Background: an optimization exercise with open tools, aiming at small area. Do not read the settings as production practice. Function was checked by simulation only, so behaviour that the tests miss may differ from the original.

==> flow/design.v, too long to show whole: its modules and the start of the top module <==
// module Multiply: 1419 lines
// module Adder: 14 lines
// module Comparator: 14 lines
// module Comparator_2_into_1: 15 lines
// module CONV1D_1st_RAM: 108 lines
// module CONV1D_2nd_RAM: 443 lines
// module CONV1D_3rd_RAM: 1611 lines
// module FC_1st_RAM: 637 lines
// module FC_2nd_RAM: 72 lines
// module Weights_RAM: 47 lines
// module Compute_Processor: 178 lines
module Compute_Processor
    #(
        parameter Bit_width = 16
    )
    (
    input Clk,
    input Enable,
    input [Bit_width - 1 : 0] Data_read_out_0,
    input [Bit_width - 1 : 0] Data_read_out_1,
    input [Bit_width - 1 : 0] Data_read_out_2,
    input [Bit_width - 1 : 0] Data_read_out_3,
    input [Bit_width - 1 : 0] Data_read_out_4,
    output [23:0] Data_Read_Control,
    output reg [23:0] Data_Write_Control,
    output [Bit_width - 1 : 0] Data_Write,
    output reg Compute_Done
    );
  // ...
==> flow/flow/run.sh <==
#!/bin/bash
# Layout flow: the standard synthesis, then a stronger re-mapping of the
# combinational logic (registers, full and half adders kept as they are),
# then the standard layout from floorplan on. Each tool writes its own
# log in this folder.
set -euo pipefail
W=$PWD
F=$W/flow
P=${FLOW_PLATFORM:-sky130hd}
R=$W/orfs/results/$P/Compute_Processor/base
L=$W/orfs/logs/$P/Compute_Processor/base
YOSYS=$FLOW_HOME/../tools/install/yosys/bin/yosys
[ -x "$YOSYS" ] || YOSYS=yosys
LIB=$FLOW_HOME/platforms/$P/lib/sky130_fd_sc_hd__tt_025C_1v80.lib

# 1. standard synthesis (yosys netlist only)
bash standard.sh $R/1_2_yosys.v > $W/log_1_synth.log 2>&1
cp $R/1_2_yosys.v $W/net_std.v

# 2. re-map the combinational logic
DU=$(grep -o -- "-dont_use [^ ]*" $L/1_2_yosys.log | sort -u | tr '\n' ' ')
python3 $F/libmodels.py $LIB '(__fa_|__ha_|__dfxtp|__edfxtp|__conb|__probe|lpflow|__fah|__dlx|__sdf|__df|__ebuf|__einv|__tap|__fill|__decap|__diode|macro)' > $W/models.v
cat >> $W/models.v <<'EOM'
module sky130_fd_sc_hd__ha_1 (A, B, COUT, SUM);
  input A;
  input B;
  output COUT;
  output SUM;
  assign COUT = A & B;
  assign SUM = A ^ B;
endmodule
EOM
python3 $F/faflip.py $W/net_std.v $W/net_flip.v > $W/log_2_faflip.log 2>&1
python3 $F/bbmodels.py $LIB $W/net_flip.v $W/models.v > $W/models_bb.v
cat > $W/resyn.ys <<EOS
read_verilog -lib $W/models_bb.v
read_verilog $W/models.v
read_verilog $W/net_flip.v
hierarchy -top $FLOW_TOP
flatten
techmap
opt -fast
abc -D 11000 -script $F/abc_area.script -liberty $LIB $DU
opt_clean -purge
setundef -zero
splitnets
opt_clean -purge
hilomap -singleton -hicell sky130_fd_sc_hd__conb_1 HI -locell sky130_fd_sc_hd__conb_1 LO
insbuf -buf sky130_fd_sc_hd__buf_4 A X
check
tee -o $W/resyn_stat.txt stat -liberty $LIB
write_verilog -noattr -nohex -nodec $W/net_resyn.v
EOS
$YOSYS -s $W/resyn.ys > $W/log_3_resyn.log 2>&1
cp $W/net_resyn.v $R/1_2_yosys.v

# 3. standard layout from floorplan on
bash standard.sh finish > $W/log_4_layout.log 2>&1
==> flow/flow/abc_area.script <==
strash
&get -n
&deepsyn -T 150
&put
dch -f
map -a
strash
dch -f
map -a
strash
&get -n
&dch -f
&nf -R 20
&put
topo
stime -c
buffer -c
upsize -c
dnsize -c
==> flow/flow/bbmodels.py <==
#!/usr/bin/env python3
# bbmodels.py LIB NETLIST MODELS > blackboxes.v
# Empty modules (pins only) for the cells the netlist uses that have no logic
# model in MODELS: flip-flops, adder cells, tie cells.
import re, sys
lib = open(sys.argv[1]).read()
net = open(sys.argv[2]).read()
have = set(re.findall(r'module (\w+)', open(sys.argv[3]).read()))
used = set(re.findall(r'(sky130_fd_sc_hd__\w+)\s+\S+\s*\(', net))
for c in sorted(used - have):
    m = re.search(r'\n\s*cell\s*\(\s*"?' + c + r'"?\s*\)\s*\{', lib)
    i = m.end(); d = 1
    while d:
        ch = lib[i]; d += (ch == '{') - (ch == '}'); i += 1
    body = lib[m.end():i]
    pins = re.findall(r'\n\s*pin\s*\(\s*"?(\w+)"?\s*\)\s*\{\s*[^}]*?direction\s*:\s*"?(\w+)"?', body)
    sys.stdout.write(f"module {c}({', '.join(p for p, _ in pins)});\n" +
                     "".join(f"  {dd} {p};\n" for p, dd in pins) + "endmodule\n")
==> flow/flow/faflip.py <==
#!/usr/bin/env python3
# faflip.py IN.v OUT.v
# Full adders are self-dual: FA(~a,~b,~c) = ~FA(a,b,c). Chooses which fa
# cells of a mapped netlist to complement (all inputs and both outputs) so
# that fewer inversions sit between full adders, and writes the netlist with
# the chosen cells wrapped in inverters (a later logic optimisation removes
# the inverter pairs this creates).
import re, sys, random
src = open(sys.argv[1]).read()
inst_re = re.compile(r'^(\s*)(sky130_fd_sc_hd__\w+)\s+(\S+)\s*\((.*?)\);', re.S | re.M)
pin_re = re.compile(r'\.(\w+)\(\s*(.*?)\s*\)\s*(?:,|$)', re.S)
insts = []
for m in inst_re.finditer(src):
    typ, name, body = m.group(2), m.group(3), m.group(4)
    pins = {p: n.strip() for p, n in pin_re.findall(body)}
    insts.append((m.start(), m.end(), typ, name, pins))
def esc(n): return n + ' ' if n.startswith('\\') else n
OUTP = {'X', 'Y', 'Q', 'SUM', 'COUT', 'HI', 'LO', 'Q_N'}
drv = {}
for idx, (_, _, typ, name, pins) in enumerate(insts):
    for p, n in pins.items():
        if p in OUTP:
            drv[n] = (idx, p)
def is_inv(t): return re.search(r'__(clk)?inv_\d+$', t) is not None
def is_buf(t): return re.search(r'__(clk)?buf_\d+$', t) is not None
def trace(net):
    par = 0
    seen = 0
    while net in drv and seen < 50:
        idx, p = drv[net]
        t = insts[idx][2]
        if is_inv(t):
            par ^= 1; net = insts[idx][4]['A']; seen += 1
        elif is_buf(t):
            net = insts[idx][4]['A']; seen += 1
        else:
            return idx, par
    return None, par
fas = [i for i, x in enumerate(insts) if re.search(r'__fa_\d+$', x[2])]
fidx = {i: k for k, i in enumerate(fas)}
edges = []   # (driver fa k or None, load fa k, parity, weight)
for i in fas:
    for p in ('A', 'B', 'CIN'):
        d, par = trace(insts[i][4][p])
        if d is not None and d in fidx:
            edges.append((fidx[d], fidx[i], par, 1.0))
        else:
            edges.append((None, fidx[i], par, 0.3))
loads_nonfa = {}
N = len(fas)
adj = [[] for _ in range(N)]
for e in edges:
    d, l, par, w = e
    adj[l].append(e)
    if d is not None:
        adj[d].append(e)
x = [0] * N
def ecost(e):
    d, l, par, w = e
    return w * (par ^ (x[d] if d is not None else 0) ^ x[l])
def cost(): return sum(ecost(e) for e in edges)
c0 = cost()
improved = True
it = 0
while improved and it < 100:
    improved = False; it += 1
    for k in range(N):
        before = sum(ecost(e) for e in adj[k])
        x[k] ^= 1
        after = sum(ecost(e) for e in adj[k])
        if after < before - 1e-9:
            improved = True
        else:
            x[k] ^= 1
print(f"fa cells {N}, cost {c0:.1f} -> {cost():.1f}, flipped {sum(x)}", file=sys.stderr)
# rewrite
out = []; pos = 0; extra = []; wires = []; cnt = 0
for i in fas:
    k = fidx[i]
    if not x[k]:
        continue
    s, e, typ, name, pins = insts[i]
    out.append(src[pos:s]); pos = e
    newp = {}
    for p in ('A', 'B', 'CIN'):
        w = f"_faflip_{cnt}_"; cnt += 1; wires.append(w)
        extra.append(f"  sky130_fd_sc_hd__inv_1 _faflipi_{cnt}_ (.A({esc(pins[p])}), .Y({w}));")
        newp[p] = w
    for p in ('SUM', 'COUT'):
        if p in pins and pins[p] != '':
            w = f"_faflip_{cnt}_"; cnt += 1; wires.append(w)
            extra.append(f"  sky130_fd_sc_hd__inv_1 _faflipo_{cnt}_ (.A({w}), .Y({esc(pins[p])}));")
            newp[p] = w
    conn = ",\n".join(f"    .{p}({newp.get(p, esc(pins[p]))})" for p in pins)
    out.append(f"  {typ} {name} (\n{conn}\n  );")
out.append(src[pos:])
txt = "".join(out)
txt = txt.replace("endmodule", "".join(f"  wire {w};\n" for w in wires) + "\n".join(extra) + "\nendmodule", 1)
open(sys.argv[2], 'w').write(txt)
==> flow/flow/libmodels.py <==
#!/usr/bin/env python3
# Writes Verilog models (continuous assigns) for the combinational single-output
# cells of a liberty file, so yosys can flatten a mapped netlist into gates.
import re, sys
lib = open(sys.argv[1]).read()
skip = re.compile(sys.argv[2]) if len(sys.argv) > 2 else None
out = []
for m in re.finditer(r'\n\s*cell\s*\(\s*"?([\w]+)"?\s*\)\s*\{', lib):
    name = m.group(1)
    start = m.end()
    # find matching brace
    depth = 1; i = start
    while depth:
        c = lib[i]
        if c == '{': depth += 1
        elif c == '}': depth -= 1
        i += 1
    body = lib[start:i]
    if skip and skip.search(name):
        continue
    if re.search(r'\b(ff|latch|statetable)\s*\(', body):
        continue
    pins = []
    for pm in re.finditer(r'\n\s*pin\s*\(\s*"?(\w+)"?\s*\)\s*\{', body):
        pstart = pm.end(); depth = 1; j = pstart
        while depth:
            c = body[j]
            if c == '{': depth += 1
            elif c == '}': depth -= 1
            j += 1
        pb = body[pstart:j]
        d = re.search(r'direction\s*:\s*"?(\w+)"?', pb)
        f = re.search(r'\bfunction\s*:\s*"([^"]*)"', pb)
        pins.append((pm.group(1), d.group(1) if d else None, f.group(1) if f else None))
    outs = [p for p in pins if p[1] == 'output']
    ins = [p for p in pins if p[1] == 'input']
    if len(outs) != 1 or outs[0][2] is None or not ins:
        continue
    fn = outs[0][2]
    e = fn.replace('!', '~').replace('+', '|').replace('*', '&')
    # implicit AND by whitespace between operands
    e = re.sub(r'(\w|\))\s+(?=[\w(~])', r'\1 & ', e)
    out.append(f"module {name} ({', '.join(p[0] for p in ins + outs)});\n" +
               "".join(f"  input {p[0]};\n" for p in ins) + f"  output {outs[0][0]};\n" +
               f"  assign {outs[0][0]} = {e};\nendmodule\n")
sys.stdout.write("".join(out))
==> flow/standard.sh <==
#!/bin/bash
# synth_recipe.tcl (not shown) runs the flow's synth.tcl, then flattens the netlist and writes it again
# the make line also repeats each setting of config.mk as NAME=value (left out here)
make -C /OpenROAD-flow-scripts/flow DESIGN_CONFIG=/design/flow/config.mk WORK_HOME=/design/flow/orfs CLKGATE_MAP_FILE= SYNTH_SCRIPT=/design/flow/synth_recipe.tcl "${@:-finish}"
==> flow/config.mk <==
export PLATFORM = sky130hd
export DESIGN_NAME = Compute_Processor
export DESIGN_NICKNAME = Compute_Processor
export VERILOG_FILES = /design/flow/design.v
export SDC_FILE = /design/flow/constraint.sdc
export NUM_CORES = 4
export LEC_CHECK = 0
export ABC_AREA = 1
export CAP_MARGIN = 30
export CORE_MARGIN = 2
export CORE_UTILIZATION = 30
export GPL_TIMING_DRIVEN = 0
export PLACE_DENSITY = 0.6
export SETUP_SLACK_MARGIN = 0.9
export SLEW_MARGIN = 30
export SYNTH_MEMORY_MAX_BITS = 65536
==> flow/constraint.sdc <==
create_clock -name core_clock -period 12.0 [get_ports {Clk}]
set_input_delay 2.4000 -clock core_clock [delete_from_list [all_inputs] [get_ports {Clk}]]
set_output_delay 2.4000 -clock core_clock [all_outputs]
set_load 0.01 [all_outputs]
==> out/metrics.cfg, run 1 <==
[synthesis]
netlist_area_mm2 = 0.0418
netlist_instances = 5525

[timing]
final.setup_skew_ns = 0.0616
fin_crit_sh_pct = 98.8
tightest_slew_ns = 1.49
drv_slew = 0
max_slew_margin_pct = 0.509
setup_viol = 0
rsz0062_at_grt = true

[run_status]
status = finished clean

[worst_setup_path]
worst_setup_path_end_kind = flop
endpoint = Sb[10]$_DFF_P_
path_delay_family = adder cells
crit_required_ns = 12.48
crit_top_cell = fa_1
setup.worst_path.start_class = flop
reg2reg_to = Sb[10]$_DFF_P_

[layout]
nets = 6320
top_register = Acc
nClkBuffers = 31
seq_share_pct = 10.4
stdcell_count = 7737
area_growth_pct = 19.7
area_share_clock_buf_inv_pct = 1.58
largest_class = multi-input gates

[drt]
wl_met3_um = 66400
drt_iter0_drc = 12100

[placed_design]
dp_hpwl_um = 321000

[floorplan]
io_pins = 147
coreArea_mm2 = 0.138
tapCellCount = 1794

[clock_network]
cts.path.max_buffers = 3
cts-resized-gates = 109
cts_tree = done

[worst_hold_path]
whs_endpoint = Data_Write_Control[2]$_DFF_P_

[grt]
overflow = 0
antenna_found_initial = 92
grt_pass1_vias = 53500
grt_usage_pct = 59.1

[job]
maxCapViolations = 0

==> run 2, diff against run 1 <==
--- a/flow/config.mk
+++ b/flow/config.mk
@@ -12,5 +12,5 @@
 export GPL_TIMING_DRIVEN = 0
 export PLACE_DENSITY = 0.6
-export SETUP_SLACK_MARGIN = 0.9
+export SETUP_SLACK_MARGIN = 1.4
 export SLEW_MARGIN = 30
 export SYNTH_MEMORY_MAX_BITS = 65536
==> run 2 against run 1 <==
Hold slack improved by 0.0014 ns. Non-clock buffer count rose by 56. Critical path depth stayed put. Largest cell class unchanged. Die area unchanged.
==> out/metrics.cfg, run 2 <==
[run_status]
status = finished clean  ; unchanged

[worst_setup_path]
reg2reg_from = q_stg[2]$_DFFE_PP_  ; was q_stg[3]$_DFFE_PP_
r2r_slack_ns = 0.97  ; was 0.14 ns
worst_setup_path_end_kind = flop  ; unchanged
reg2reg_to = Sb[8]$_DFF_P_  ; was Sb[10]$_DFF_P_
max_stage_delay_ns = 0.69  ; was 1.12 ns
critPathKind = reg -> reg  ; unchanged
crit_top_cell = fa_1  ; unchanged
cp_slowest_cell = fa_1  ; was a21oi_2
crit_arrival_ns = 11.52  ; was 12.34 ns
setup.worst_path.start_class = flop  ; unchanged
crit_fanout = 10  ; unchanged
worstRegToRegCells = 32  ; unchanged
crit_required_ns = 12.49  ; was 12.48 ns

[floorplan]
fp.dieH_um = 377  ; unchanged
die_area_mm2 = 0.142  ; unchanged
rows = 136  ; unchanged
coreArea_mm2 = 0.138  ; unchanged
initial_core_util_pct = 30.3  ; unchanged
io_pins = 147  ; unchanged
die_x_um = 377  ; unchanged

[timing]
final.setup_skew_ns = 0.0625  ; was 0.0616 ns
setup_viol = 0  ; unchanged
tightest_slew_ns = 1.24  ; was 1.49 ns
fin_crit_sh_pct = 91.9  ; was 98.8%
drv_slew = 0  ; unchanged
rsz0062_at_grt = true  ; unchanged
max_slew_margin_pct = 16.8  ; was 0.509%
report.final.hold_viol_count = 0  ; unchanged
max_freq_mhz = 90.7  ; was 84.3 MHz
fin_crit_ns = 11.03  ; was 11.86 ns

[drt]
wl_per_cell_um = 54.7  ; was 54.9 µm
dr.pass1.iters = 13  ; was 14
remaining_drc_errors = 0  ; unchanged
top_layer = met5  ; unchanged
wirelength_um = 426000  ; was 425000 µm
met1Wirelength_um = 144000  ; about the same
met2RoutedLength_um = 160000  ; about the same
viasPerCell = 7.76  ; was 7.77
vias = 60400  ; was 60100
wl_met3_um = 66500  ; was 66400 µm
antenna_left = 0  ; unchanged
drt_iter0_drc = 12300  ; was 12100

[layout]
area_growth_pct = 23.4  ; was 19.7%
stdcell_count = 7789  ; was 7737
final_common_cell = nand2_1  ; unchanged
final_cell_mix = nand2_1, a21oi_1, o21ai_0, fa_1, nor2_1  ; unchanged
fill_cells = 14400  ; was 14500
top_register = Acc  ; unchanged
largestRegisters = Acc (29), Sa (27), Sb (27)  ; unchanged
stdcell_area_mm2 = 0.0516  ; was 0.0500 mm²
drive_above_1_share_pct = 17.5  ; was 14.6%
nets = 6376  ; was 6320
largest_reg_flops = 29  ; unchanged

[worst_hold_path]
whs_endpoint = Data_Write_Control[23]$_DFF_P_  ; was Data_Write_Control[2]$_DFF_P_
hold_start = wc_a[23]$_DFF_P_  ; was wc_a[2]$_DFF_P_
hold_path_depth = 0  ; unchanged
hold_path.class = reg -> reg  ; unchanged

[clock_network]
numCtsBuffers = 24  ; unchanged
cts-root-buf = clkbuf_16  ; unchanged
hold_buffers = 0  ; unchanged
cts_tree = done  ; unchanged
clock_latency_ns = 0.61  ; about the same
cts.path.max_buffers = 3  ; unchanged
cts_max_level = 1  ; unchanged
clk_pin_slew_ns = 0.07  ; about the same
clock_sinks = 237  ; unchanged

[synthesis]
netlist_area_mm2 = 0.0418  ; unchanged
yosysWarningCount = 7  ; unchanged
netlist_instances = 5525  ; unchanged
syn_avg_cell_area_um2 = 7.57  ; unchanged

[placed_design]
io_buffers = 140  ; unchanged
placed_area_mm2 = 0.0473  ; unchanged
dp_hpwl_um = 321000  ; unchanged
dp.cells = 7536  ; unchanged
place_congestion = 1.23  ; unchanged

[grt]
grt_usage_pct = 59.2  ; was 59.1%
grt_pass1_wl_um = 554000  ; was 552000 µm
overflow = 0  ; unchanged
grt_max_degree = 43  ; unchanged
grt_pass1_vias = 53700  ; was 53500
antenna_found_initial = 87  ; was 92

[job]
maxCapViolations = 0  ; unchanged

## run 2: cell count changes in the layout (fill, tap and decap cells not counted), moves of 7 or more
cell	delta
a21oi_1	-11
a21oi_4	+9
buf_12	+9
buf_2	-14
buf_4	+48
clkbuf_1	-17
clkbuf_4	+19
nand2_1	-31
nand2_2	+14
nand2_4	+13
nor2_1	-21
nor2_4	+23
o21ai_0	-7
## run 2: what timing repair did
item / in CTS / in global routing
resized for setup: 263 / 355
pin swaps: 19 / 50
buffers inserted: 24 / 74
setup endpoints to repair: 52 / 40
## run 2: routing by layer
metal	vias to the layer above	track usage, %
li1	21000	-
met1	29400	63.0
met2	7133	76.7
met3	2800	38.7
met4	56	56.2
met5	-	9.30
## run 2: layout make-up
type / count / area, µm² / area share [%]
multi-input combinational: 4755 / 36600 / 70.9
tap: 1794 / 2240 / 4.35
timing repair buffer: 320 / 3520 / 6.83
sequential: 237 / 5220 / 10.1
clock inverter: 13 / 131 / 0.255
clock buffer: 31 / 658 / 1.28
inverter: 168 / 634 / 1.23
buffer: 370 / 2320 / 4.51
antenna: 101 / 253 / 0.490
## run 2: through the flow
stage / hold WS, ns / setup TNS, ns / utilization (%) / setup slack, ns
finish: 0.325 / 0 / 37.4 / 0.971
global route: 0.332 / 0 / 37.3 / 1.28
CTS: 0.326 / 0 / 35.7 / 1.40
detailed placement: 0.312 / -25.28 / 34.3 / -1.21
global placement: 0.311 / -116.92 / 33.0 / -3.02
floorplan: 0.310 / 0 / - / 3.43
## run 2: worst max-delay path by stage
stage | start | endpoint | slack, ns
6_report | q_stg[2]$_DFFE_PP_ | Sb[8]$_DFF_P_ | 0.97
2_1_floorplan | q_stg[3]$_DFFE_PP_ | Sb[9]$_DFF_P_ | 3.43
3_5_place_dp | q_stg[3]$_DFFE_PP_ | Sb[9]$_DFF_P_ | -1.21
3_3_place_gp | q_D[4]$_DFFE_PP_ | Sb[9]$_DFF_P_ | -3.02
4_1_cts | q_stg[3]$_DFFE_PP_ | Sb[9]$_DFF_P_ | 1.40
5_1_grt | q_stg[3]$_DFFE_PP_ | Sb[9]$_DFF_P_ | 1.28
## run 2: worst max-delay path, delay by kind of cell, from the launching register on
kind            cells  cell delay [ns]
compound gates      7             1.83
fa+ha+maj           7             3.71
xor+xnor            1             0.36
buf+inv             9             1.58
simple gates        8             3.01
flops               1             0.43
==> run 3, diff against run 2 <==
==> flow/run.sh (new file) <==
#!/bin/bash
# synth_recipe.tcl (not shown) runs the flow's synth.tcl, then flattens the netlist and writes it again
# the make line also repeats each setting of config.mk as NAME=value (left out here)
make -C /OpenROAD-flow-scripts/flow DESIGN_CONFIG=/design/flow/config.mk WORK_HOME=/design/flow/orfs CLKGATE_MAP_FILE= SYNTH_SCRIPT=/design/flow/synth_recipe.tcl finish
--- a/flow/config.mk
+++ b/flow/config.mk
@@ -12,5 +12,5 @@
 export GPL_TIMING_DRIVEN = 0
 export PLACE_DENSITY = 0.6
-export SETUP_SLACK_MARGIN = 1.4
+export SETUP_SLACK_MARGIN = 0.9
 export SLEW_MARGIN = 30
 export SYNTH_MEMORY_MAX_BITS = 65536
removed: flow/flow/run.sh
removed: flow/flow/abc_area.script
removed: flow/flow/bbmodels.py
removed: flow/flow/faflip.py
removed: flow/flow/libmodels.py
removed: flow/standard.sh
==> run 3 against run 2 <==
Sequential cell count unchanged. Final cell count rose by 34%. First-iteration DRC count rose by 5.6%. Worst setup slack got worse by 0.41 ns. Non-clock buffer count is 58 lower. Clock skew shrank 0.019 ns. Still clean. Global-route usage shrank 4.9 points.
==> out/metrics.cfg, run 3 <==
[run_status]
status = finished clean  ; unchanged

[grt]
grt_usage_pct = 54.3  ; was 59.2%
grt_pass1_wl_um = 607000  ; was 554000 µm
overflow = 0  ; unchanged
antenna_found_initial = 92  ; was 87
grt_max_degree = 26  ; was 43
grt_pass1_vias = 62600  ; was 53700

[synthesis]
netlist_instances = 7956  ; was 5525
yosysMostFrequentCell = nand2_1
ys_top_cells_by_count = nand2_1, inv_1, nand3_1, o21ai_0, fa_1
netlist_area_mm2 = 0.0494  ; was 0.0418 mm²
syn_avg_cell_area_um2 = 6.21  ; was 7.57 µm²
synth-seq-cells = 237
synth_top_area_share_pct = 18.6
yosys.cell_types.count = 70
yosysTopAreaCell = nand2_1
synthFlopType = dfxtp_1
yosysWarningCount = 7  ; unchanged
synth_edf_count = 47
yosys-top-cells-area = nand2_1, fa_1, nand3_1
ys_async_sr_fraction_pct = 0
ys_seq_area_share_pct = 10.6

[worst_hold_path]
hold_path.class = reg -> reg  ; unchanged
hold_start = wc_a[16]$_DFF_P_  ; was wc_a[23]$_DFF_P_
hold_path_depth = 0  ; unchanged
whs_endpoint = Data_Write_Control[16]$_DFF_P_  ; was Data_Write_Control[23]$_DFF_P_

[timing]
tightest_slew_ns = 1.16  ; was 1.24 ns
rsz0062_at_grt = true  ; unchanged
report.final.hold_viol_count = 0  ; unchanged
max_freq_mhz = 87.4  ; was 90.7 MHz
fin_crit_ns = 11.44  ; was 11.03 ns
max_slew_margin_pct = 22.4  ; was 16.8%
drv_slew = 0  ; unchanged
setup-tns-final_ns = 0  ; unchanged
fin_crit_sh_pct = 95.4  ; was 91.9%
final.setup_skew_ns = 0.0430  ; was 0.0625 ns
setup_viol = 0  ; unchanged

[floorplan]
rows = 148  ; was 136
coreArea_mm2 = 0.163  ; was 0.138 mm²
initial_core_util_pct = 30.3  ; about the same
die_x_um = 410  ; was 377 µm
fp.dieH_um = 410  ; was 377 µm
die_area_mm2 = 0.168  ; was 0.142 mm²
io_pins = 147  ; unchanged

[layout]
area_growth_pct = 11.8  ; was 23.4%
final_common_cell = nand2_1  ; unchanged
fin_util_pct = 33.9  ; was 37.4%
largestRegisters = Acc (29), Sa (27), Sb (27)  ; unchanged
fill_cells = 18300  ; was 14400
top_register = Acc  ; unchanged
largest_reg_flops = 29  ; unchanged
final_cell_mix = nand2_1, inv_1, nand3_1, o21ai_0, fa_1  ; was nand2_1, a21oi_1, o21ai_0, fa_1, nor2_1
nets = 8818  ; was 6376
drive_above_1_share_pct = 8.22  ; was 17.5%

[drt]
drt_iter0_drc = 13000  ; was 12300
vias = 69200  ; was 60400
wl_per_cell_um = 45.1  ; was 54.7 µm
dr.pass1.iters = 10  ; was 13
remaining_drc_errors = 0  ; unchanged
antenna_left = 0  ; unchanged
wirelength_um = 471000  ; was 426000 µm
viasPerCell = 6.64  ; was 7.76

[worst_setup_path]
crit_arrival_ns = 11.83  ; was 11.52 ns
reg2reg_to = Sb[16]$_DFF_P_  ; was Sb[8]$_DFF_P_
crit_fanout = 10  ; unchanged
cp_slowest_cell = buf_1  ; was fa_1
crit_top_cell = fa_1  ; unchanged
reg2reg_from = q_stg[5]$_DFFE_PP_  ; was q_stg[2]$_DFFE_PP_
r2r_slack_ns = 0.56  ; was 0.97 ns
startpoint = q_stg[5]$_DFFE_PP_  ; was q_stg[2]$_DFFE_PP_
critPathKind = reg -> reg  ; unchanged
max_stage_delay_ns = 0.90  ; was 0.69 ns
setup.worst_path.start_class = flop  ; unchanged
worst_setup_path_end_kind = flop  ; unchanged
worstRegToRegCells = 31  ; was 32
crit_required_ns = 12.39  ; was 12.49 ns

[clock_network]
cts_max_level = 1  ; unchanged
clk_pin_slew_ns = 0.11  ; was 0.07 ns
cts.path.max_buffers = 3  ; unchanged
clock_sinks = 237  ; unchanged
clock_latency_ns = 0.58  ; was 0.61 ns
numCtsBuffers = 21  ; was 24
cts-root-buf = clkbuf_16  ; unchanged
cts_tree = done  ; unchanged
hold_buffers = 0  ; unchanged

[placed_design]
place_congestion = 1.23  ; about the same
dp_hpwl_um = 367000  ; was 321000 µm
io_buffers = 124  ; was 140

[job]
maxCapViolations = 0  ; unchanged

-- run 3: timing repair --
| action | in CTS | in global routing |
|---|---|---|
| hold endpoints to repair | 0 | 0 |
| buffers inserted | 1 | 11 |
| resized for setup | 18 | 63 |
| pin swaps | 1 | 3 |
| setup endpoints to repair | 43 | 64 |
-- run 3: metal layers --
| metal | up-vias | global-route usage (%) | part of all wire, % | wire (µm) |
|---|---|---|---|---|
| met5 | - | 2.18 | 0.19 | 891 |
| met4 | 46 | 53.7 | 13 | 60100 |
| met3 | 2493 | 26.7 | 14 | 65300 |
| met2 | 6839 | 75.0 | 39 | 184000 |
| met1 | 33300 | 59.0 | 34 | 161000 |
| li1 | 26500 | - | - | - |
-- run 3: cell type report --
type	count	area, µm²	area share (%)
clock inverters	8	92.6	0.168
repair buffers	156	1610	2.92
plain buffers	476	2480	4.49
inverters	973	3700	6.70
clock buffers	28	624	1.13
multi-input cells	6275	38500	69.8
flip-flops and latches	237	5220	9.44
well taps	2175	2720	4.93
diodes	97	243	0.440
-- run 3: cells by family after synthesis --
group,after synthesis,synth area share [%]
fa+ha+maj,596,21.5
compound gates,1539,18.0
xor+xnor,230,4.29
simple gates,3904,33.3
buf+inv,1449,12.3
other cells,1,0.00759
flops,237,10.6
-- run 3: critical path, delay by kind of cell, from the launching register on --
family,cells,cell delay (ns)
adders and majority gates,7,3.61
buffers and inverters,10,3.15
and+or+nand+nor,11,2.41
AOI/OAI and AO/OA,2,1.00
DFF,1,0.58
xor gates and xnor gates,1,0.41
-- run 3: how the worst max path moves through the flow --
stage	slack, ns	end
2_1_floorplan	3.60	Sb[10]$_DFF_P_
3_3_place_gp	-1.65	Sb[10]$_DFF_P_
3_5_place_dp	-1.14	Sb[10]$_DFF_P_
4_1_cts	0.89	Sb[10]$_DFF_P_
5_1_grt	0.84	Acc[13]$_DFF_P_
6_report	0.56	Sb[16]$_DFF_P_
-- run 3: per-stage QoR --
| step | area [µm²] | instances | hold slack, ns | setup WS, ns |
|---|---|---|---|---|
| floorplan | 49400 | 7961 | 0.310 | 3.60 |
| global placement | 53400 | 10300 | 0.311 | -1.65 |
| detailed placement | 53800 | 10300 | 0.312 | -1.14 |
| CTS | 54600 | 10300 | 0.311 | 0.886 |
| global route | 55000 | 10400 | 0.307 | 0.836 |
| finish | 55200 | 10400 | 0.298 | 0.558 |

[re-timing with driven ports]
In the flow no input, the clock included, has a driving cell. The finished layouts below were timed again as built, in two steps.
Step 1, drivers: a clkbuf_16 drives Clk and a buf_2 each remaining input, both assumed.
Step 2 adds t to the input delays and takes it off the output delays; t is the mean of the earliest and latest rising clock arrival at the registers after step 1. Input paths then give back, and output paths get back, about the clock's delay inside the block.
a / b / c = ideal ports / drivers / drivers and shift; a / b = the first two.
run	t (ns)	setup slack, ns	latest minus earliest clock arrival (ns)	pins driven straight from the clock port
run 1	0.649	0.142 / 0.142 / 0.142	0.065 / 0.065	1
run 2	0.650	0.971 / 0.971 / 0.971	0.064 / 0.064	1
run 3	0.631	0.558 / 0.558 / 0.492	0.045 / 0.044	1
After both steps setup and hold are still met in every run listed. The setup slack of run 3, which loses most, moves by 0.000 ns with the drivers and by -0.066 ns with both steps.
